Source: an optimization exercise on an open RTL-to-GDS flow (aim: small area). Production flows keep margins and buffers that such runs may drop.
The RTL was checked by simulation tests, not by an equivalence proof against the original design.
Power and IR drop assume default switching activity.

$ cat flow/flow/run.sh
#!/bin/bash
# Layout flow: the standard ORFS flow with these changes:
#  1. synthesis maps the combinational logic with a stronger area-oriented ABC
#     script (abc_deep.script); everything else in synthesis (including register
#     mapping and naming) is the standard synthesis script unchanged, except
#     that the adder extraction step is skipped (ABC maps the adders with the
#     rest of the logic, which comes out smaller here);
#  2. clock tree synthesis uses CTS_ARGS from cts_args.txt;
#  3. port buffering uses BUFFER_PORTS_ARGS from buffer_ports_args.txt (every
#     input and output port still gets a buffer).
# Each tool's output goes to the ORFS logs (orfs/logs/...) and to flow.log here.
set -euo pipefail
W=$PWD
mkdir -p mysynth
# standard synthesis, with only the abc call replaced
sed "s#source \$::env(SCRIPTS_DIR)/synth.tcl#source $W/mysynth/synth.tcl#" synth_recipe.tcl > mysynth/synth_recipe.tcl
sed "s#log_cmd abc {\*}\$abc_args#log_cmd abc -script $W/flow/abc_deep.script {*}\$lib_args {*}\$lib_dont_use_args#" \
    "$FLOW_HOME/scripts/synth.tcl" > mysynth/synth.tcl
grep -q "abc_deep.script" mysynth/synth.tcl
sed -i "s#\[env_var_exists_and_non_empty ADDER_MAP_FILE\] \&\&#0 \&\& [env_var_exists_and_non_empty ADDER_MAP_FILE] \&\&#" mysynth/synth.tcl
grep -q "0 && \[env_var_exists_and_non_empty ADDER_MAP_FILE\]" mysynth/synth.tcl
grep -q "mysynth/synth.tcl" mysynth/synth_recipe.tcl
sed "s#SYNTH_SCRIPT=[^ ]*#SYNTH_SCRIPT=$W/mysynth/synth_recipe.tcl#" standard.sh > mystandard.sh
grep -q "mysynth/synth_recipe.tcl" mystandard.sh
export CTS_ARGS="$(cat flow/cts_args.txt)"
if [[ -f flow/buffer_ports_args.txt ]]; then export BUFFER_PORTS_ARGS="$(cat flow/buffer_ports_args.txt)"; fi
bash mystandard.sh finish > flow.log 2>&1
$ cat flow/flow/abc_deep.script
strash
&get -n
&deepsyn -T 300
&put
&get -n
&dch
&nf -R 2000 -F 20 -A 20
&put
strash
&get -n
&dch
&nf -R 2000 -F 20 -A 20
&put
strash
&get -n
&dch
&nf -R 2000 -F 20 -A 20
&put
strash
&get -n
&dch
&nf -R 2000 -F 20 -A 20
&put
strash
&get -n
&dch
&nf -R 2000 -F 20 -A 20
&put
strash
&get -n
&dch
&nf -R 2000 -F 20 -A 20
&put
$ cat flow/flow/buffer_ports_args.txt
-buffer_cell sky130_fd_sc_hd__buf_2
$ cat flow/flow/cts_args.txt
-sink_clustering_enable -repair_clock_nets -buf_list sky130_fd_sc_hd__clkbuf_8 -sink_clustering_size 16 -sink_clustering_max_diameter 80 -dont_use_dummy_load
$ cat flow/standard.sh
#!/bin/bash
# synth_recipe.tcl (not shown) runs the flow's synth.tcl, then flattens the netlist and writes it again
# the make line also repeats each setting of config.mk as NAME=value (left out here)
make -C /OpenROAD-flow-scripts/flow DESIGN_CONFIG=/design/flow/config.mk WORK_HOME=/design/flow/orfs CLKGATE_MAP_FILE= SYNTH_SCRIPT=/design/flow/synth_recipe.tcl "${@:-finish}"
$ cat flow/config.mk
export PLATFORM = sky130hd
export DESIGN_NAME = top_module
export DESIGN_NICKNAME = top_module
export VERILOG_FILES = /design/flow/design.v
export SDC_FILE = /design/flow/constraint.sdc
export NUM_CORES = 4
export LEC_CHECK = 0
export ABC_AREA = 1
export CAP_MARGIN = 20
export CORE_MARGIN = 2
export CORE_UTILIZATION = 40
export GPL_TIMING_DRIVEN = 0
export SLEW_MARGIN = 20
export SYNTH_MEMORY_MAX_BITS = 16384
$ cat flow/constraint.sdc
create_clock -name core_clock -period 10.0 [get_ports {clk}]
set_input_delay 2.0000 -clock core_clock [delete_from_list [all_inputs] [get_ports {clk}]]
set_output_delay 2.0000 -clock core_clock [all_outputs]
set_load 0.01 [all_outputs]
$ cat flow/design.v
module rom_glcd (
	input [6:0] ch,
	input [2:0] col,
	output reg [6:0] R_D
);
	always @(*)
		case ({ch, col})
			10'h00a: R_D = 7'h5f;
			10'h011: R_D = 7'h07;
			10'h013: R_D = 7'h07;
			10'h018: R_D = 7'h14;
			10'h019: R_D = 7'h7f;
			10'h01a: R_D = 7'h14;
			10'h01b: R_D = 7'h7f;
			10'h01c: R_D = 7'h14;
			10'h020: R_D = 7'h24;
			10'h021: R_D = 7'h2a;
			10'h022: R_D = 7'h7f;
			10'h023: R_D = 7'h2a;
			10'h024: R_D = 7'h12;
			10'h028: R_D = 7'h23;
			10'h029: R_D = 7'h13;
			10'h02a: R_D = 7'h08;
			10'h02b: R_D = 7'h64;
			10'h02c: R_D = 7'h62;
			10'h030: R_D = 7'h36;
			10'h031: R_D = 7'h49;
			10'h032: R_D = 7'h55;
			10'h033: R_D = 7'h22;
			10'h034: R_D = 7'h50;
			10'h039: R_D = 7'h05;
			10'h03a: R_D = 7'h03;
			10'h041: R_D = 7'h1c;
			10'h042: R_D = 7'h22;
			10'h043: R_D = 7'h41;
			10'h049: R_D = 7'h41;
			10'h04a: R_D = 7'h22;
			10'h04b: R_D = 7'h1c;
			10'h050: R_D = 7'h14;
			10'h051: R_D = 7'h08;
			10'h052: R_D = 7'h3e;
			10'h053: R_D = 7'h08;
			10'h054: R_D = 7'h14;
			10'h058: R_D = 7'h08;
			10'h059: R_D = 7'h08;
			10'h05a: R_D = 7'h3e;
			10'h05b: R_D = 7'h08;
			10'h05c: R_D = 7'h08;
			10'h061: R_D = 7'h50;
			10'h062: R_D = 7'h30;
			10'h068: R_D = 7'h08;
			10'h069: R_D = 7'h08;
			10'h06a: R_D = 7'h08;
			10'h06b: R_D = 7'h08;
			10'h06c: R_D = 7'h08;
			10'h071: R_D = 7'h60;
			10'h072: R_D = 7'h60;
			10'h078: R_D = 7'h20;
			10'h079: R_D = 7'h10;
			10'h07a: R_D = 7'h08;
			10'h07b: R_D = 7'h04;
			10'h07c: R_D = 7'h02;
			10'h080: R_D = 7'h3e;
			10'h081: R_D = 7'h51;
			10'h082: R_D = 7'h49;
			10'h083: R_D = 7'h45;
			10'h084: R_D = 7'h3e;
			10'h089: R_D = 7'h42;
			10'h08a: R_D = 7'h7f;
			10'h08b: R_D = 7'h40;
			10'h090: R_D = 7'h42;
			10'h091: R_D = 7'h61;
			10'h092: R_D = 7'h51;
			10'h093: R_D = 7'h49;
			10'h094: R_D = 7'h46;
			10'h098: R_D = 7'h21;
			10'h099: R_D = 7'h41;
			10'h09a: R_D = 7'h45;
			10'h09b: R_D = 7'h4b;
			10'h09c: R_D = 7'h31;
			10'h0a0: R_D = 7'h18;
			10'h0a1: R_D = 7'h14;
			10'h0a2: R_D = 7'h12;
			10'h0a3: R_D = 7'h7f;
			10'h0a4: R_D = 7'h10;
			10'h0a8: R_D = 7'h27;
			10'h0a9: R_D = 7'h45;
			10'h0aa: R_D = 7'h45;
			10'h0ab: R_D = 7'h45;
			10'h0ac: R_D = 7'h39;
			10'h0b0: R_D = 7'h3c;
			10'h0b1: R_D = 7'h4a;
			10'h0b2: R_D = 7'h49;
			10'h0b3: R_D = 7'h49;
			10'h0b4: R_D = 7'h30;
			10'h0b8: R_D = 7'h01;
			10'h0b9: R_D = 7'h71;
			10'h0ba: R_D = 7'h09;
			10'h0bb: R_D = 7'h05;
			10'h0bc: R_D = 7'h03;
			10'h0c0: R_D = 7'h36;
			10'h0c1: R_D = 7'h49;
			10'h0c2: R_D = 7'h49;
			10'h0c3: R_D = 7'h49;
			10'h0c4: R_D = 7'h36;
			10'h0c8: R_D = 7'h06;
			10'h0c9: R_D = 7'h49;
			10'h0ca: R_D = 7'h49;
			10'h0cb: R_D = 7'h29;
			10'h0cc: R_D = 7'h1e;
			10'h0d1: R_D = 7'h36;
			10'h0d2: R_D = 7'h36;
			10'h0d9: R_D = 7'h56;
			10'h0da: R_D = 7'h36;
			10'h0e0: R_D = 7'h08;
			10'h0e1: R_D = 7'h14;
			10'h0e2: R_D = 7'h22;
			10'h0e3: R_D = 7'h41;
			10'h0e8: R_D = 7'h14;
			10'h0e9: R_D = 7'h14;
			10'h0ea: R_D = 7'h14;
			10'h0eb: R_D = 7'h14;
			10'h0ec: R_D = 7'h14;
			10'h0f1: R_D = 7'h41;
			10'h0f2: R_D = 7'h22;
			10'h0f3: R_D = 7'h14;
			10'h0f4: R_D = 7'h08;
			10'h0f8: R_D = 7'h02;
			10'h0f9: R_D = 7'h01;
			10'h0fa: R_D = 7'h51;
			10'h0fb: R_D = 7'h09;
			10'h0fc: R_D = 7'h06;
			10'h10a: R_D = 7'h5f;
			10'h111: R_D = 7'h07;
			10'h113: R_D = 7'h07;
			10'h118: R_D = 7'h14;
			10'h119: R_D = 7'h7f;
			10'h11a: R_D = 7'h14;
			10'h11b: R_D = 7'h7f;
			10'h11c: R_D = 7'h14;
			10'h120: R_D = 7'h24;
			10'h121: R_D = 7'h2a;
			10'h122: R_D = 7'h7f;
			10'h123: R_D = 7'h2a;
			10'h124: R_D = 7'h12;
			10'h128: R_D = 7'h23;
			10'h129: R_D = 7'h13;
			10'h12a: R_D = 7'h08;
			10'h12b: R_D = 7'h64;
			10'h12c: R_D = 7'h62;
			10'h130: R_D = 7'h36;
			10'h131: R_D = 7'h49;
			10'h132: R_D = 7'h55;
			10'h133: R_D = 7'h22;
			10'h134: R_D = 7'h50;
			10'h139: R_D = 7'h05;
			10'h13a: R_D = 7'h03;
			10'h141: R_D = 7'h1c;
			10'h142: R_D = 7'h22;
			10'h143: R_D = 7'h41;
			10'h149: R_D = 7'h41;
			10'h14a: R_D = 7'h22;
			10'h14b: R_D = 7'h1c;
			10'h150: R_D = 7'h14;
			10'h151: R_D = 7'h08;
			10'h152: R_D = 7'h3e;
			10'h153: R_D = 7'h08;
			10'h154: R_D = 7'h14;
			10'h158: R_D = 7'h08;
			10'h159: R_D = 7'h08;
			10'h15a: R_D = 7'h3e;
			10'h15b: R_D = 7'h08;
			10'h15c: R_D = 7'h08;
			10'h161: R_D = 7'h50;
			10'h162: R_D = 7'h30;
			10'h168: R_D = 7'h08;
			10'h169: R_D = 7'h08;
			10'h16a: R_D = 7'h08;
			10'h16b: R_D = 7'h08;
			10'h16c: R_D = 7'h08;
			10'h171: R_D = 7'h60;
			10'h172: R_D = 7'h60;
			10'h178: R_D = 7'h20;
			10'h179: R_D = 7'h10;
			10'h17a: R_D = 7'h08;
			10'h17b: R_D = 7'h04;
			10'h17c: R_D = 7'h02;
			10'h180: R_D = 7'h3e;
			10'h181: R_D = 7'h51;
			10'h182: R_D = 7'h49;
			10'h183: R_D = 7'h45;
			10'h184: R_D = 7'h3e;
			10'h189: R_D = 7'h42;
			10'h18a: R_D = 7'h7f;
			10'h18b: R_D = 7'h40;
			10'h190: R_D = 7'h42;
			10'h191: R_D = 7'h61;
			10'h192: R_D = 7'h51;
			10'h193: R_D = 7'h49;
			10'h194: R_D = 7'h46;
			10'h198: R_D = 7'h21;
			10'h199: R_D = 7'h41;
			10'h19a: R_D = 7'h45;
			10'h19b: R_D = 7'h4b;
			10'h19c: R_D = 7'h31;
			10'h1a0: R_D = 7'h18;
			10'h1a1: R_D = 7'h14;
			10'h1a2: R_D = 7'h12;
			10'h1a3: R_D = 7'h7f;
			10'h1a4: R_D = 7'h10;
			10'h1a8: R_D = 7'h27;
			10'h1a9: R_D = 7'h45;
			10'h1aa: R_D = 7'h45;
			10'h1ab: R_D = 7'h45;
			10'h1ac: R_D = 7'h39;
			10'h1b0: R_D = 7'h3c;
			10'h1b1: R_D = 7'h4a;
			10'h1b2: R_D = 7'h49;
			10'h1b3: R_D = 7'h49;
			10'h1b4: R_D = 7'h30;
			10'h1b8: R_D = 7'h01;
			10'h1b9: R_D = 7'h71;
			10'h1ba: R_D = 7'h09;
			10'h1bb: R_D = 7'h05;
			10'h1bc: R_D = 7'h03;
			10'h1c0: R_D = 7'h36;
			10'h1c1: R_D = 7'h49;
			10'h1c2: R_D = 7'h49;
			10'h1c3: R_D = 7'h49;
			10'h1c4: R_D = 7'h36;
			10'h1c8: R_D = 7'h06;
			10'h1c9: R_D = 7'h49;
			10'h1ca: R_D = 7'h49;
			10'h1cb: R_D = 7'h29;
			10'h1cc: R_D = 7'h1e;
			10'h1d1: R_D = 7'h36;
			10'h1d2: R_D = 7'h36;
			10'h1d9: R_D = 7'h56;
			10'h1da: R_D = 7'h36;
			10'h1e0: R_D = 7'h08;
			10'h1e1: R_D = 7'h14;
			10'h1e2: R_D = 7'h22;
			10'h1e3: R_D = 7'h41;
			10'h1e8: R_D = 7'h14;
			10'h1e9: R_D = 7'h14;
			10'h1ea: R_D = 7'h14;
			10'h1eb: R_D = 7'h14;
			10'h1ec: R_D = 7'h14;
			10'h1f1: R_D = 7'h41;
			10'h1f2: R_D = 7'h22;
			10'h1f3: R_D = 7'h14;
			10'h1f4: R_D = 7'h08;
			10'h1f8: R_D = 7'h02;
			10'h1f9: R_D = 7'h01;
			10'h1fa: R_D = 7'h51;
			10'h1fb: R_D = 7'h09;
			10'h1fc: R_D = 7'h06;
			10'h200: R_D = 7'h32;
			10'h201: R_D = 7'h49;
			10'h202: R_D = 7'h79;
			10'h203: R_D = 7'h41;
			10'h204: R_D = 7'h3e;
			10'h208: R_D = 7'h7e;
			10'h209: R_D = 7'h11;
			10'h20a: R_D = 7'h11;
			10'h20b: R_D = 7'h11;
			10'h20c: R_D = 7'h7e;
			10'h210: R_D = 7'h7f;
			10'h211: R_D = 7'h49;
			10'h212: R_D = 7'h49;
			10'h213: R_D = 7'h49;
			10'h214: R_D = 7'h36;
			10'h218: R_D = 7'h3e;
			10'h219: R_D = 7'h41;
			10'h21a: R_D = 7'h41;
			10'h21b: R_D = 7'h41;
			10'h21c: R_D = 7'h22;
			10'h220: R_D = 7'h7f;
			10'h221: R_D = 7'h41;
			10'h222: R_D = 7'h41;
			10'h223: R_D = 7'h22;
			10'h224: R_D = 7'h1c;
			10'h228: R_D = 7'h7f;
			10'h229: R_D = 7'h49;
			10'h22a: R_D = 7'h49;
			10'h22b: R_D = 7'h49;
			10'h22c: R_D = 7'h41;
			10'h230: R_D = 7'h7f;
			10'h231: R_D = 7'h09;
			10'h232: R_D = 7'h09;
			10'h233: R_D = 7'h09;
			10'h234: R_D = 7'h01;
			10'h238: R_D = 7'h3e;
			10'h239: R_D = 7'h41;
			10'h23a: R_D = 7'h49;
			10'h23b: R_D = 7'h49;
			10'h23c: R_D = 7'h7a;
			10'h240: R_D = 7'h7f;
			10'h241: R_D = 7'h08;
			10'h242: R_D = 7'h08;
			10'h243: R_D = 7'h08;
			10'h244: R_D = 7'h7f;
			10'h249: R_D = 7'h41;
			10'h24a: R_D = 7'h7f;
			10'h24b: R_D = 7'h41;
			10'h250: R_D = 7'h20;
			10'h251: R_D = 7'h40;
			10'h252: R_D = 7'h41;
			10'h253: R_D = 7'h3f;
			10'h254: R_D = 7'h01;
			10'h258: R_D = 7'h7f;
			10'h259: R_D = 7'h08;
			10'h25a: R_D = 7'h14;
			10'h25b: R_D = 7'h22;
			10'h25c: R_D = 7'h41;
			10'h260: R_D = 7'h7f;
			10'h261: R_D = 7'h40;
			10'h262: R_D = 7'h40;
			10'h263: R_D = 7'h40;
			10'h264: R_D = 7'h40;
			10'h268: R_D = 7'h7f;
			10'h269: R_D = 7'h02;
			10'h26a: R_D = 7'h0c;
			10'h26b: R_D = 7'h02;
			10'h26c: R_D = 7'h7f;
			10'h270: R_D = 7'h7f;
			10'h271: R_D = 7'h04;
			10'h272: R_D = 7'h08;
			10'h273: R_D = 7'h10;
			10'h274: R_D = 7'h7f;
			10'h278: R_D = 7'h3e;
			10'h279: R_D = 7'h41;
			10'h27a: R_D = 7'h41;
			10'h27b: R_D = 7'h41;
			10'h27c: R_D = 7'h3e;
			10'h280: R_D = 7'h7f;
			10'h281: R_D = 7'h09;
			10'h282: R_D = 7'h09;
			10'h283: R_D = 7'h09;
			10'h284: R_D = 7'h06;
			10'h288: R_D = 7'h7f;
			10'h289: R_D = 7'h09;
			10'h28a: R_D = 7'h09;
			10'h28b: R_D = 7'h09;
			10'h28c: R_D = 7'h06;
			10'h290: R_D = 7'h7f;
			10'h291: R_D = 7'h09;
			10'h292: R_D = 7'h19;
			10'h293: R_D = 7'h29;
			10'h294: R_D = 7'h46;
			10'h298: R_D = 7'h46;
			10'h299: R_D = 7'h49;
			10'h29a: R_D = 7'h49;
			10'h29b: R_D = 7'h49;
			10'h29c: R_D = 7'h31;
			10'h2a0: R_D = 7'h01;
			10'h2a1: R_D = 7'h01;
			10'h2a2: R_D = 7'h7f;
			10'h2a3: R_D = 7'h01;
			10'h2a4: R_D = 7'h01;
			10'h2a8: R_D = 7'h3f;
			10'h2a9: R_D = 7'h40;
			10'h2aa: R_D = 7'h40;
			10'h2ab: R_D = 7'h40;
			10'h2ac: R_D = 7'h3f;
			10'h2b0: R_D = 7'h1f;
			10'h2b1: R_D = 7'h20;
			10'h2b2: R_D = 7'h40;
			10'h2b3: R_D = 7'h20;
			10'h2b4: R_D = 7'h1f;
			10'h2b8: R_D = 7'h3f;
			10'h2b9: R_D = 7'h40;
			10'h2ba: R_D = 7'h38;
			10'h2bb: R_D = 7'h40;
			10'h2bc: R_D = 7'h3f;
			10'h2c0: R_D = 7'h63;
			10'h2c1: R_D = 7'h14;
			10'h2c2: R_D = 7'h08;
			10'h2c3: R_D = 7'h14;
			10'h2c4: R_D = 7'h63;
			10'h2c8: R_D = 7'h07;
			10'h2c9: R_D = 7'h08;
			10'h2ca: R_D = 7'h70;
			10'h2cb: R_D = 7'h08;
			10'h2cc: R_D = 7'h07;
			10'h2d0: R_D = 7'h61;
			10'h2d1: R_D = 7'h51;
			10'h2d2: R_D = 7'h49;
			10'h2d3: R_D = 7'h45;
			10'h2d4: R_D = 7'h43;
			10'h2d9: R_D = 7'h7f;
			10'h2da: R_D = 7'h41;
			10'h2db: R_D = 7'h41;
			10'h2e0: R_D = 7'h02;
			10'h2e1: R_D = 7'h04;
			10'h2e2: R_D = 7'h08;
			10'h2e3: R_D = 7'h10;
			10'h2e4: R_D = 7'h20;
			10'h2e9: R_D = 7'h41;
			10'h2ea: R_D = 7'h41;
			10'h2eb: R_D = 7'h7f;
			10'h2f0: R_D = 7'h04;
			10'h2f1: R_D = 7'h02;
			10'h2f2: R_D = 7'h01;
			10'h2f3: R_D = 7'h02;
			10'h2f4: R_D = 7'h04;
			10'h2f8: R_D = 7'h40;
			10'h2f9: R_D = 7'h40;
			10'h2fa: R_D = 7'h40;
			10'h2fb: R_D = 7'h40;
			10'h2fc: R_D = 7'h40;
			10'h301: R_D = 7'h01;
			10'h302: R_D = 7'h02;
			10'h303: R_D = 7'h04;
			10'h308: R_D = 7'h20;
			10'h309: R_D = 7'h54;
			10'h30a: R_D = 7'h54;
			10'h30b: R_D = 7'h54;
			10'h30c: R_D = 7'h78;
			10'h310: R_D = 7'h7f;
			10'h311: R_D = 7'h48;
			10'h312: R_D = 7'h44;
			10'h313: R_D = 7'h44;
			10'h314: R_D = 7'h38;
			10'h318: R_D = 7'h38;
			10'h319: R_D = 7'h44;
			10'h31a: R_D = 7'h44;
			10'h31b: R_D = 7'h44;
			10'h31c: R_D = 7'h20;
			10'h320: R_D = 7'h38;
			10'h321: R_D = 7'h44;
			10'h322: R_D = 7'h44;
			10'h323: R_D = 7'h48;
			10'h324: R_D = 7'h7f;
			10'h328: R_D = 7'h38;
			10'h329: R_D = 7'h54;
			10'h32a: R_D = 7'h54;
			10'h32b: R_D = 7'h54;
			10'h32c: R_D = 7'h18;
			10'h330: R_D = 7'h08;
			10'h331: R_D = 7'h7e;
			10'h332: R_D = 7'h09;
			10'h333: R_D = 7'h01;
			10'h334: R_D = 7'h02;
			10'h338: R_D = 7'h0c;
			10'h339: R_D = 7'h52;
			10'h33a: R_D = 7'h52;
			10'h33b: R_D = 7'h52;
			10'h33c: R_D = 7'h3e;
			10'h340: R_D = 7'h7f;
			10'h341: R_D = 7'h08;
			10'h342: R_D = 7'h04;
			10'h343: R_D = 7'h04;
			10'h344: R_D = 7'h78;
			10'h349: R_D = 7'h44;
			10'h34a: R_D = 7'h7d;
			10'h34b: R_D = 7'h40;
			10'h350: R_D = 7'h20;
			10'h351: R_D = 7'h40;
			10'h352: R_D = 7'h44;
			10'h353: R_D = 7'h3d;
			10'h358: R_D = 7'h7f;
			10'h359: R_D = 7'h10;
			10'h35a: R_D = 7'h28;
			10'h35b: R_D = 7'h44;
			10'h361: R_D = 7'h41;
			10'h362: R_D = 7'h7f;
			10'h363: R_D = 7'h40;
			10'h368: R_D = 7'h7c;
			10'h369: R_D = 7'h04;
			10'h36a: R_D = 7'h18;
			10'h36b: R_D = 7'h04;
			10'h36c: R_D = 7'h78;
			10'h370: R_D = 7'h7c;
			10'h371: R_D = 7'h08;
			10'h372: R_D = 7'h04;
			10'h373: R_D = 7'h04;
			10'h374: R_D = 7'h78;
			10'h378: R_D = 7'h38;
			10'h379: R_D = 7'h44;
			10'h37a: R_D = 7'h44;
			10'h37b: R_D = 7'h44;
			10'h37c: R_D = 7'h38;
			10'h380: R_D = 7'h7c;
			10'h381: R_D = 7'h14;
			10'h382: R_D = 7'h14;
			10'h383: R_D = 7'h14;
			10'h384: R_D = 7'h08;
			10'h388: R_D = 7'h08;
			10'h389: R_D = 7'h14;
			10'h38a: R_D = 7'h14;
			10'h38b: R_D = 7'h18;
			10'h38c: R_D = 7'h7c;
			10'h390: R_D = 7'h7c;
			10'h391: R_D = 7'h08;
			10'h392: R_D = 7'h04;
			10'h393: R_D = 7'h04;
			10'h394: R_D = 7'h08;
			10'h398: R_D = 7'h48;
			10'h399: R_D = 7'h54;
			10'h39a: R_D = 7'h54;
			10'h39b: R_D = 7'h54;
			10'h39c: R_D = 7'h20;
			10'h3a0: R_D = 7'h04;
			10'h3a1: R_D = 7'h3f;
			10'h3a2: R_D = 7'h44;
			10'h3a3: R_D = 7'h40;
			10'h3a4: R_D = 7'h20;
			10'h3a8: R_D = 7'h3c;
			10'h3a9: R_D = 7'h40;
			10'h3aa: R_D = 7'h40;
			10'h3ab: R_D = 7'h20;
			10'h3ac: R_D = 7'h7c;
			10'h3b0: R_D = 7'h1c;
			10'h3b1: R_D = 7'h20;
			10'h3b2: R_D = 7'h40;
			10'h3b3: R_D = 7'h20;
			10'h3b4: R_D = 7'h1c;
			10'h3b8: R_D = 7'h3c;
			10'h3b9: R_D = 7'h40;
			10'h3ba: R_D = 7'h30;
			10'h3bb: R_D = 7'h40;
			10'h3bc: R_D = 7'h3c;
			10'h3c0: R_D = 7'h44;
			10'h3c1: R_D = 7'h28;
			10'h3c2: R_D = 7'h10;
			10'h3c3: R_D = 7'h28;
			10'h3c4: R_D = 7'h44;
			10'h3c8: R_D = 7'h0c;
			10'h3c9: R_D = 7'h50;
			10'h3ca: R_D = 7'h50;
			10'h3cb: R_D = 7'h50;
			10'h3cc: R_D = 7'h3c;
			10'h3d0: R_D = 7'h44;
			10'h3d1: R_D = 7'h64;
			10'h3d2: R_D = 7'h54;
			10'h3d3: R_D = 7'h4c;
			10'h3d4: R_D = 7'h44;
			10'h3d9: R_D = 7'h08;
			10'h3da: R_D = 7'h36;
			10'h3db: R_D = 7'h41;
			10'h3e2: R_D = 7'h7f;
			10'h3e9: R_D = 7'h41;
			10'h3ea: R_D = 7'h36;
			10'h3eb: R_D = 7'h08;
			10'h3f0: R_D = 7'h10;
			10'h3f1: R_D = 7'h08;
			10'h3f2: R_D = 7'h08;
			10'h3f3: R_D = 7'h10;
			10'h3f4: R_D = 7'h08;
			10'h3f8: R_D = 7'h78;
			10'h3f9: R_D = 7'h46;
			10'h3fa: R_D = 7'h41;
			10'h3fb: R_D = 7'h46;
			10'h3fc: R_D = 7'h78;
			default: R_D = 7'h0;
		endcase
endmodule
`timescale 1ns / 1ps
module register_8x16bit
	#(
		parameter B = 8
	)
	(
		input clk, clr, W_E,
		input [3:0] R_A, W_A,
		input [B-1:0] W_D,
		output [B-1:0] R_D
	);
	wire [B-1:0] d = W_D & {B{~clr}};
	wire [16*B-1:0] flat;
	genvar i;
	generate
		for (i = 0; i < 16; i = i + 1) begin : e
			wire we = clr | (W_E & (W_A == i));
			reg [B-1:0] q;
			assign flat[B*i +: B] = q;
			always @(posedge clk)
				if (we) q <= d;
		end
	endgenerate
	mux16x8 #(.B(B)) rd( .sel(R_A), .in(flat), .out(R_D) );
endmodule
`timescale 1ns / 1ps
module glcd
	(
		input clk, reset, ram_write_en, ram_upd, clr_lcd_reg,
		input [3:0] ram_W_A,
		input [6:0] ram_data,
		output clk_out, reset_lcd, d_c,
		output spi_data_out, spi_clk, spi_ce
	);
	localparam [3:0]
		PF   = 4'd6,
		PC0  = 4'd7,
		PC1  = 4'd8,
		PGAP = 4'd13;
	reg [2:0] cdiv;
	reg ph3;
	reg [3:0] bcnt;
	reg [3:0] phase;
	reg [6:0] chr;
	reg [6:0] sbuf;
	reg rst_d;
	reg pend, waiting;
	wire tick = (cdiv == 3'd4);
	wire gap_tick = tick & (phase == PGAP);
	wire first = (phase == 4'd0) & (bcnt == 4'd5);
	wire [3:0] ph = {ph3, cdiv};
	reg [6:0] slot [0:15];
	wire [6:0] v15 = slot[15];
	wire hit_w = (~ph == ram_W_A);
	wire commit = (ram_write_en | pend) & hit_w;
	wire zeroing = clr_lcd_reg | ((phase == 4'd0) & ((bcnt == 4'd5) | (bcnt == 4'd6) | ((bcnt == 4'd7) & ph3)));
	always @(posedge clk)
		slot[0] <= zeroing ? 7'h00 : (commit ? ram_data : v15);
	genvar j;
	generate
		for (j = 1; j < 16; j = j + 1) begin : ring
			always @(posedge clk) slot[j] <= slot[j-1];
		end
	endgenerate
	always @(posedge clk)
		pend <= ~clr_lcd_reg & ~ram_upd & (ram_write_en | pend) & ~hit_w;
	wire [3:0] ram_R_A = chr[3:0] | {4{chr[6] | chr[5] | chr[4]}};
	wire glyph_phase = (phase == PF) | (phase[3] & (phase != PGAP));
	wire sample = tick & (bcnt == 4'd5) & glyph_phase;
	wire bypass = pend & (ram_W_A == ram_R_A);
	wire hit_r = (~ph == ram_R_A);
	wire [6:0] ch = (sample & bypass) ? ram_data : v15;
	wire [6:0] glyph;
	wire [2:0] col = (phase == PF) ? 3'd0 : phase[2:0];
	rom_glcd rom( .ch(ch), .col(col), .R_D(glyph) );
	reg [7:0] setup_byte;
	always @(*)
		case (phase[2:0])
			3'd0: setup_byte = 8'h21;
			3'd1: setup_byte = 8'hb0;
			3'd2: setup_byte = 8'h04;
			3'd3: setup_byte = 8'h14;
			3'd4: setup_byte = 8'h20;
			default: setup_byte = 8'h0c;
		endcase
	always @(posedge clk)
		rst_d <= reset;
	always @(posedge clk)
		if (reset == 1'b0) begin
			cdiv <= 3'd0;
			ph3 <= 1'b0;
			bcnt <= 4'd5;
			phase <= 4'd0;
			chr <= 7'd0;
			waiting <= 1'b0;
		end
		else begin
			cdiv <= cdiv + 1'b1;
			if (cdiv == 3'd7)
				ph3 <= ~ph3;
			bcnt <= bcnt + (tick & (phase != PGAP));
			chr <= (gap_tick & (chr == 7'd83)) ? 7'd0 : chr + gap_tick;
			if (tick) begin
				if (phase == PGAP)
					phase <= PC0;
				else if (bcnt == 4'd4)
					phase <= (phase == PF) ? PC1 : phase + 1'b1;
			end
			if (sample & ~bypass & ~hit_r)
				waiting <= 1'b1;
			else if (hit_r)
				waiting <= 1'b0;
		end
	always @(posedge clk)
		if ((sample & (bypass | hit_r)) | (waiting & hit_r))
			sbuf <= glyph;
	wire slow_clk = (cdiv[2] & (cdiv[1] | cdiv[0])) | ((cdiv == 3'd0) & ~first);
	assign clk_out = (cdiv[2] & cdiv[1]) | ((cdiv[2:1] == 2'b00) & ~first);
	assign spi_clk = ~slow_clk;
	assign reset_lcd = rst_d;
	assign d_c = phase[3] | (phase == PC0) | ((phase == PF) & (bcnt != 4'd5));
	assign spi_ce = ~bcnt[3];
	wire [2:0] bidx = ~bcnt[2:0];
	wire [7:0] sbuf8 = {1'b0, sbuf};
	assign spi_data_out = bcnt[3] & ((phase < PF) ? setup_byte[bidx] : (glyph_phase & sbuf8[bidx]));
endmodule
`timescale 1ns / 1ps
module register_copier
	(
		input clk, en,
		input [6:0] RAM_data,
		output tRAM_W_EN, SU_completed, upd,
		output reg [3:0] RAM_WR_A,
		output [6:0] tRAM_data
	);
	localparam [2:0]
		S0  = 3'd0,
		S1A = 3'd1,
		S2  = 3'd2,
		S1  = 3'd3,
		S3  = 3'd4;
	reg [5:0] ctr;
	reg [2:0] state;
	reg [6:0] data;
	wire tick = (ctr == 6'd16);
	always @(posedge clk)
		if (en == 1'b0) begin
			ctr <= 6'd0;
			state <= S0;
		end
		else begin
			ctr <= ctr + 1'b1;
			if (tick)
				case (state)
					S0: begin
						state <= S1A;
						data <= 7'h00;
					end
					S1A: begin
						state <= S2;
						data <= RAM_data;
					end
					S2: state <= (RAM_WR_A == 4'd15) ? S3 : S1;
					S1: begin
						state <= S2;
						data <= RAM_data;
					end
					default: state <= state;
				endcase
		end
	wire s0_tick = en & tick & (state == S0);
	wire s1_tick = en & tick & (state == S1);
	always @(posedge clk)
		RAM_WR_A <= s0_tick ? 4'd0 : RAM_WR_A + s1_tick;
	assign tRAM_W_EN = (state == S1A) | (state == S2) | (state == S1);
	assign SU_completed = (state == S3);
	assign upd = en & tick & ((state == S0) | (state == S1A) | (state == S1));
	assign tRAM_data = data;
endmodule
`timescale 1ns / 1ps
module ptext_rom_8x16bit
	(
		input clk, reset,
		input W_E,
		input [3:0] W_A,
		input [7:0] W_D,
		input [3:0] R_A,
		output [7:0] R_D
    );
	wire [7:0] d31 = (W_D & {8{reset}}) | (8'h31 & {8{~reset}});
	wire [7:0] d32 = (W_D & {8{reset}}) | (8'h32 & {8{~reset}});
	wire [7:0] d00 = W_D & {8{reset}};
	wire [127:0] flat;
	genvar i;
	generate
		for (i = 0; i < 16; i = i + 1) begin : e
			wire we = ~reset | (W_E & (W_A == i));
			reg [7:0] q;
			assign flat[8*i +: 8] = q;
			always @(posedge clk)
				if (we) q <= (i >= 14) ? d00 : ((i % 2) ? d32 : d31);
		end
	endgenerate
	mux16x8 rd( .sel(R_A), .in(flat), .out(R_D) );
endmodule
`timescale 1ns / 1ps
module key_rom_8x16bit
	(
		input clk, reset,
		input W_E,
		input [3:0] W_A,
		input [7:0] W_D,
		input [3:0] R_A,
		output [7:0] R_D
    );
	wire [7:0] d5a = (W_D & {8{reset}}) | (8'h5A & {8{~reset}});
	wire [7:0] d68 = (W_D & {8{reset}}) | (8'h68 & {8{~reset}});
	wire [7:0] d00 = W_D & {8{reset}};
	wire [127:0] flat;
	genvar i;
	generate
		for (i = 0; i < 16; i = i + 1) begin : e
			wire we = ~reset | (W_E & (W_A == i));
			reg [7:0] q;
			assign flat[8*i +: 8] = q;
			always @(posedge clk)
				if (we) q <= (i >= 12) ? d00 : ((i % 2) ? d68 : d5a);
		end
	endgenerate
	mux16x8 rd( .sel(R_A), .in(flat), .out(R_D) );
endmodule
`timescale 1ns / 1ps
module mux16x8
	#(
		parameter B = 8
	)
	(
		input [3:0] sel,
		input [16*B-1:0] in,
		output [B-1:0] out
	);
	assign out = in[sel*B +: B];
endmodule
`timescale 1ns / 1ps
module encryption
	(
		input clk, en,
		input [7:0] text_data, key_data,
		output cipher_w_en, finished,
		output reg [3:0] text_address_ctr, key_address_ctr,
		output [7:0] cipher_data
	);
	localparam [2:0]
		S0 = 3'd0,
		S1 = 3'd1,
		S2 = 3'd2,
		S3 = 3'd3,
		S4 = 3'd4;
	reg [2:0] state, nstate;
	wire tz = (text_data == 8'h00);
	wire kz = (key_data == 8'h00);
	always @(posedge clk)
		if (en == 1'b0)
			state <= S0;
		else
			state <= nstate;
	wire adv = (state == S3);
	always @(posedge clk) begin
		text_address_ctr <= {4{en}} & (text_address_ctr + adv);
		key_address_ctr <= {4{en & (state != S2)}} & (key_address_ctr + adv);
	end
	always @(*)
		case (state)
			S0: nstate = (tz | kz) ? S4 : S1;
			S1: nstate = tz ? S4 : (kz ? S2 : S3);
			S2, S3: nstate = S1;
			S4: nstate = S4;
			default: nstate = S0;
		endcase
	assign cipher_w_en = (state == S1);
	assign finished = (state == S4);
	assign cipher_data = key_data ^ text_data;
endmodule
`timescale 1ns / 1ps
module datapath
	(
		input clk, reset,
		input wire en_encryption, clr_RAM, en_copier,
		input wire [1:0] key,
		input wire load, load_sel,
		input wire [3:0] load_addr,
		input wire [7:0] load_data,
		output wire encry_completed, copy_completed,
		output wire clk_out, reset_lcd, d_c,
		output wire spi_data_out, spi_clk, spi_ce
    );
	wire en_RAM, w_en, copier_upd;
	wire [3:0] rw_address, c_text_ram_W_A, c_key_ram_W_A;
	wire [7:0] r_d1, r_d2, cipher_data;
	wire [6:0] r_d3, ram_data1;
	wire [7:0] plain_or_key = key[0] ? r_d2 : r_d1;
	wire [6:0] ram_data2 = key[1] ? r_d3 : code(plain_or_key);
	wire [6:0] cipher_code = code(cipher_data);
	function [6:0] code(input [7:0] b);
		code = b[6:0] & {7{~b[7] & (b[6] | b[5])}};
	endfunction
	glcd lcd( .clk(clk), .reset(reset), .ram_write_en(en_RAM), .ram_upd(copier_upd), .clr_lcd_reg(clr_RAM),
		.ram_W_A(rw_address), .ram_data(ram_data1), .clk_out(clk_out),
		.reset_lcd(reset_lcd), .d_c(d_c), .spi_data_out(spi_data_out),
		.spi_clk(spi_clk), .spi_ce(spi_ce) );
	register_copier reg_copier( .clk(clk), .en(en_copier), .RAM_data(ram_data2),
			.tRAM_W_EN(en_RAM), .SU_completed(copy_completed), .upd(copier_upd), .RAM_WR_A(rw_address),
			.tRAM_data(ram_data1) );
	ptext_rom_8x16bit plain_text( .clk(clk), .reset(reset), .W_E(load & ~load_sel),
					.W_A(load_addr), .W_D(load_data),
					.R_A(en_encryption ? c_text_ram_W_A : rw_address), .R_D(r_d1) );
	key_rom_8x16bit key_text( .clk(clk), .reset(reset), .W_E(load & load_sel),
					.W_A(load_addr), .W_D(load_data),
					.R_A(en_encryption ? c_key_ram_W_A : rw_address), .R_D(r_d2) );
	register_8x16bit #(.B(7)) cipher_text ( .clk(clk), .clr(clr_RAM),
					.W_E(w_en), .W_A(c_text_ram_W_A), .W_D(cipher_code),
					.R_A(rw_address), .R_D(r_d3) );
	encryption encrypt( .clk(clk), .en(en_encryption), .text_data(r_d1), .key_data(r_d2),
		.cipher_w_en(w_en), .finished(encry_completed), .text_address_ctr(c_text_ram_W_A),
		.key_address_ctr(c_key_ram_W_A), .cipher_data(cipher_data) );
endmodule
`timescale 1ns / 1ps
module controller
	(
		input clk, reset,
		input crypt, encry_completed, b1, b2, b3,
		input copy_completed,
		output en_encryption, clr_RAM, en_copier,
		output [1:0] key,
		output led_init, led_wait1
    );
	localparam [2:0]
		INIT = 3'b000,
		WAIT = 3'b001,
		ENC  = 3'b100,
		CCPY = 3'b101,
		TCPY = 3'b110,
		KCPY = 3'b111;
	reg [2:0] state, nstate;
	always @(posedge clk)
		if (reset == 1'b0)
			state <= INIT;
		else
			state <= nstate;
	always @(*)
		case (state)
			INIT: nstate = crypt ? ENC : INIT;
			ENC:  nstate = encry_completed ? WAIT : ENC;
			WAIT:
				case ({b1, b2, b3})
					3'b100: nstate = TCPY;
					3'b010: nstate = KCPY;
					3'b001: nstate = CCPY;
					default: nstate = WAIT;
				endcase
			CCPY, TCPY, KCPY: nstate = copy_completed ? WAIT : state;
			default: nstate = INIT;
		endcase
	assign led_init = (state == INIT);
	assign led_wait1 = (state == WAIT);
	assign clr_RAM = led_init;
	assign en_copier = state[2];
	assign en_encryption = (state == ENC);
	assign key = {~state[1], state[0]};
endmodule
`timescale 1ns / 1ps
module top_module
	(
		input clk, reset,
		input wire crypt, b1, b2, b3,
		input wire load, load_sel,
		input wire [3:0] load_addr,
		input wire [7:0] load_data,
		output wire led_init, led_wait1,
		output wire clk_out, reset_lcd, d_c,
		output wire spi_data_out, spi_clk, spi_ce
    );
	wire encry_completed, copy_completed, en_encryption, clr_RAM, en_copier;
	wire [1:0] key;
	controller cont( .clk(clk), .reset(reset), .crypt(crypt), .encry_completed(encry_completed),
					.b1(b1), .b2(b2), .b3(b3), .copy_completed(copy_completed),
					.en_encryption(en_encryption), .clr_RAM(clr_RAM), .key(key),
					.led_init(led_init), .led_wait1(led_wait1), .en_copier(en_copier) );
	datapath data ( .clk(clk), .reset(reset), .en_encryption(en_encryption),
				.clr_RAM(clr_RAM), .key(key), .encry_completed(encry_completed),
				.load(load), .load_sel(load_sel), .load_addr(load_addr), .load_data(load_data),
				.copy_completed(copy_completed), .en_copier(en_copier), .clk_out(clk_out), .reset_lcd(reset_lcd),
				.d_c(d_c), .spi_data_out(spi_data_out), .spi_clk(spi_clk), .spi_ce(spi_ce) );
endmodule
==> results.txt <==
-- power by group --
| part | internal (W) | switching [W] |
|---|---|---|
| logic | 0.000111 | 0.000316 |
| clock network | 0.000360 | 0.000644 |
| registers | 0.00274 | 0.0000801 |
-- sequential cells by signal, indices dropped and copies added (netlist names), 6 cells and up --
register and count:
data.lcd.sbuf 7, data.reg_copier.ctr 6, data.cipher_text.e.q 112, data.lcd.slot 112
data.key_text.e.q 128, data.lcd.chr 7, data.plain_text.e.q 128, data.reg_copier.data 7
-- final cells by class --
type | count | area (sq um)
Tap cell | 688 | 860.8
Fill cell | 4777 | 29320
Timing Repair Buffer | 52 | 419.2
Multi-Input combinational cell | 1140 | 6550
Clock buffer | 40 | 550.5
Sequential cell | 543 | 14690
Inverter | 14 | 52.55
-- cells in the final DEF (no fill, tap or decap), drive strengths merged, types with 6 or more instances in the layout --
master  Yosys  final
nor2      138    138
a21oi     133    133
and2       16     16
a22o        9      9
nand3      36     36
nand2     143    143
a31oi      20     20
nor3b      10     10
a22oi      15     15
xor2        8      8
nand2b     29     29
a222oi     24     24
buf         0     52
nor3       76     76
clkinv     14     14
and3       10     10
clkbuf      0     40
o21ai     146    146
dfxtp     161    161
xnor2      17     17
mux2        6      6
o22ai     131    131
o31ai       8      8
a221oi     10     10
nand4      17     17
o221ai      8      8
nor2b      19     19
edfxtp    382    382
nor4       19     19
a211oi     18     18
-- layer usage --
layer | global-route usage (%) | share of wire, %
met1 | 31.86 | 42
met2 | 37.96 | 47
met3 | 3.928 | 7.4
met4 | 8.406 | 3.8
met5 | 0 | 0
-- worst max-delay path, stage by stage (launching register included) --
cell and delay, ps:
sky130_fd_sc_hd__dfxtp_1 570, sky130_fd_sc_hd__clkinv_1 310, sky130_fd_sc_hd__nor2_1 810, sky130_fd_sc_hd__a22o_1 270
sky130_fd_sc_hd__nand3_1 130, sky130_fd_sc_hd__nor3_2 600, sky130_fd_sc_hd__buf_4 320, sky130_fd_sc_hd__mux2_2 620
sky130_fd_sc_hd__nand2_1 600, sky130_fd_sc_hd__nor2_1 280, sky130_fd_sc_hd__a21oi_1 190, sky130_fd_sc_hd__o21ai_0 130
sky130_fd_sc_hd__a21oi_1 510, sky130_fd_sc_hd__o21ai_0 250, sky130_fd_sc_hd__a21oi_1 170, sky130_fd_sc_hd__nor4_1 70
sky130_fd_sc_hd__a31oi_1 380, sky130_fd_sc_hd__o21ai_0 350
-- kinds of logic after synthesis --
family          Yosys count  share of synthesized area, %
compound gates          574                         16.84
buf+inv                  14                        0.2483
simple gates            529                         11.77
mux                      12                        0.6622
flops                   543                         69.44
xor+xnor                 25                         1.035
-- through the flow --
step	hold slack, ps	instances	cell area [sq um]
final	327.2	2477	23130
after global routing	334.0	2477	23130
after CTS	331.2	2477	23120
after detailed placement	312.1	2437	22570
after global placement	310.6	2412	22160
after floorplan	309.6	1697	21160
-- worst paths after layout --
check,slack [ps],startpoint,to,cells past startpoint
setup / recovery,3060,data.reg_copier.RAM_WR_A[2],data.lcd.sbuf[3],17
hold reg to reg,330,data.lcd.slot[11][2],data.lcd.slot[12][2],0
setup reg to reg,3060,data.reg_copier.RAM_WR_A[2],data.lcd.sbuf[3],17
hold / removal,330,data.lcd.slot[11][2],data.lcd.slot[12][2],0
==> results.json <==
{
  "outcome": "no timing/DRC/antenna violations",
  "grt_pass1_wl_microns": 95390,
  "vias_per_cell": 6.206,
  "unrepaired_setup_endpoints_after_global_routing": "false",
  "cts_tree": "yes",
  "number_of_hold_violations_in_the_final_report": 0,
  "placeable_core_area_sq_um": 52450,
  "crit_fanout": 31,
  "maxCapViolCount": 0,
  "detailedRoute.firstPassIterationCount": 5,
  "clkSlewWorstSetupHoldPaths_ps": 100,
  "report.final.slew_viol_count": 0,
  "gr-usage-all-layers_pct": 23.45,
  "critPathKind": "reg2reg",
  "htreeDepth": 2,
  "yosys.area.top_type_share_pct": 54.21,
  "synthCells": 1697,
  "initialDrtViolationCount": 1935,
  "fp-row-count": 84,
  "antennaDiodeCount": 0,
  "area_growth_syn_to_layout_pct": 9.295,
  "syn-cell-area_sq_um": 21160,
  "antenna_found_initial": 1,
  "layout.core_utilization_pct": 44.10,
  "power_density_nw_per_um2": 183.9,
  "initial_core_util_pct": 40.35,
  "gp_congestion": 0.9980,
  "via_count": 15370,
  "fin_nets": 1811,
  "first_global_vias": 14980,
  "cts.path.max_buffers": 3,
  "postRouteAntennaNets": 0,
  "insertion_delay_ps": 640,
  "synth-seq-area-share_pct": 69.44,
  "grt_overflow": 0,
  "ys.warnings.count": 10,
  "post-synth-top-count-cell": "sky130_fd_sc_hd__edfxtp_1",
  "synth_top_cell_by_area": "sky130_fd_sc_hd__edfxtp_1",
  "post-route-period-util_pct": 69.35,
  "p_leak_nw": 7.645,
  "worst-slew-pin-transition_ps": 1194,
  "timing.max_slew.rel_slack_pct": 19.64,
  "drt_drc_violations_left": 0,
  "achievable-frequency_mhz": 144.2,
  "yosys_register_bits": 543,
  "worst_hold_check_path_type": "reg2reg",
  "synth_enable_flop_cells": 382,
  "clock-sinks": 543,
  "period_needed_ps": 6935,
  "finalWorstSetupSlack_ps": 3065,
  "critPathArrivalTime_ps": 7180,
  "drive_above_1_share_pct": 6.708,
  "yosys.cell_types.count": 54,
  "synthesis.area_per_instance_sq_um": 12.47,
  "final.setup.tns_ps": 0,
  "synth.net_count": 1717,
  "route.detailed.wl_per_inst_microns": 25.94,
  "totalWireLength_microns": 64240,
  "boundaryPins": 28,
  "clock_root_buffer": "sky130_fd_sc_hd__clkbuf_8",
  "pin_count_of_the_biggest_net_entering_global_routing": 68,
  "portBuffers": 27,
  "critPathCaptureType": "flop",
  "die_area_sq_um": 54760,
  "floorplan.die.height_microns": 234,
  "dp_worst_setup_slack_ps": 2883,
  "ys_top_cells_by_count": "sky130_fd_sc_hd__edfxtp_1 (382), sky130_fd_sc_hd__dfxtp_1 (161), sky130_fd_sc_hd__o21ai_0 (146), sky130_fd_sc_hd__nand2_1 (143), sky130_fd_sc_hd__nor2_1 (138)",
  "dp_hpwl_microns": 43850,
  "postCtsSetupBuffers": 0,
  "cts-buffers-inserted": 40,
  "irDropWorstVdd_mv": 0.1121,
  "asyncSetResetFlopFracSynth_pct": 0,
  "clock_skew_ps": 125.1,
  "cp.required_ps": 10240,
  "synth.top_cells.by_area": "sky130_fd_sc_hd__edfxtp_1 (54%), sky130_fd_sc_hd__dfxtp_1 (15%), sky130_fd_sc_hd__o22ai_1 (3.9%)",
  "cp-start-kind": "flop",
  "yosys_most_used_dff": "sky130_fd_sc_hd__edfxtp_1",
  "die_w_microns": 234,
  "post_cts.resized_instances": 0,
  "finalSetupViolations": 0,
  "report.power.total_w": 0.004254,
  "cts_hold_buffers": 0
}

[what the ideal ports hide]
In the flow no input, the clock included, has a driving cell. The finished layout below was timed again as built, in two steps. Step 1 (the two cells are an assumption about what drives the block):
set clk [get_ports {clk}]
set_driving_cell -lib_cell sky130_fd_sc_hd__clkbuf_16 $clk
set_driving_cell -lib_cell sky130_fd_sc_hd__buf_2 [delete_from_list [all_inputs] $clk]
Step 2 times the ports against the registers' clock, not the clock port: input delays grow and output delays shrink by t, the midpoint of the rising clock arrivals with the driver on. a / b / c = no drivers / after step 1 / after step 2; a / b = the first two.
t (ns): 0.628
slack for setup (ns): 3.065 / 3.065 / 3.065
latest minus earliest clock arrival (ns): 0.125 / 0.126
slew at the worst register clock pin (ns): 0.11 / 0.11
worst slew at a driven data input, ns: 0.03
After both steps setup and hold are still met in this run. For this run, drivers alone change the setup slack by 0.000 ns; drivers and shift together by 0.000 ns.
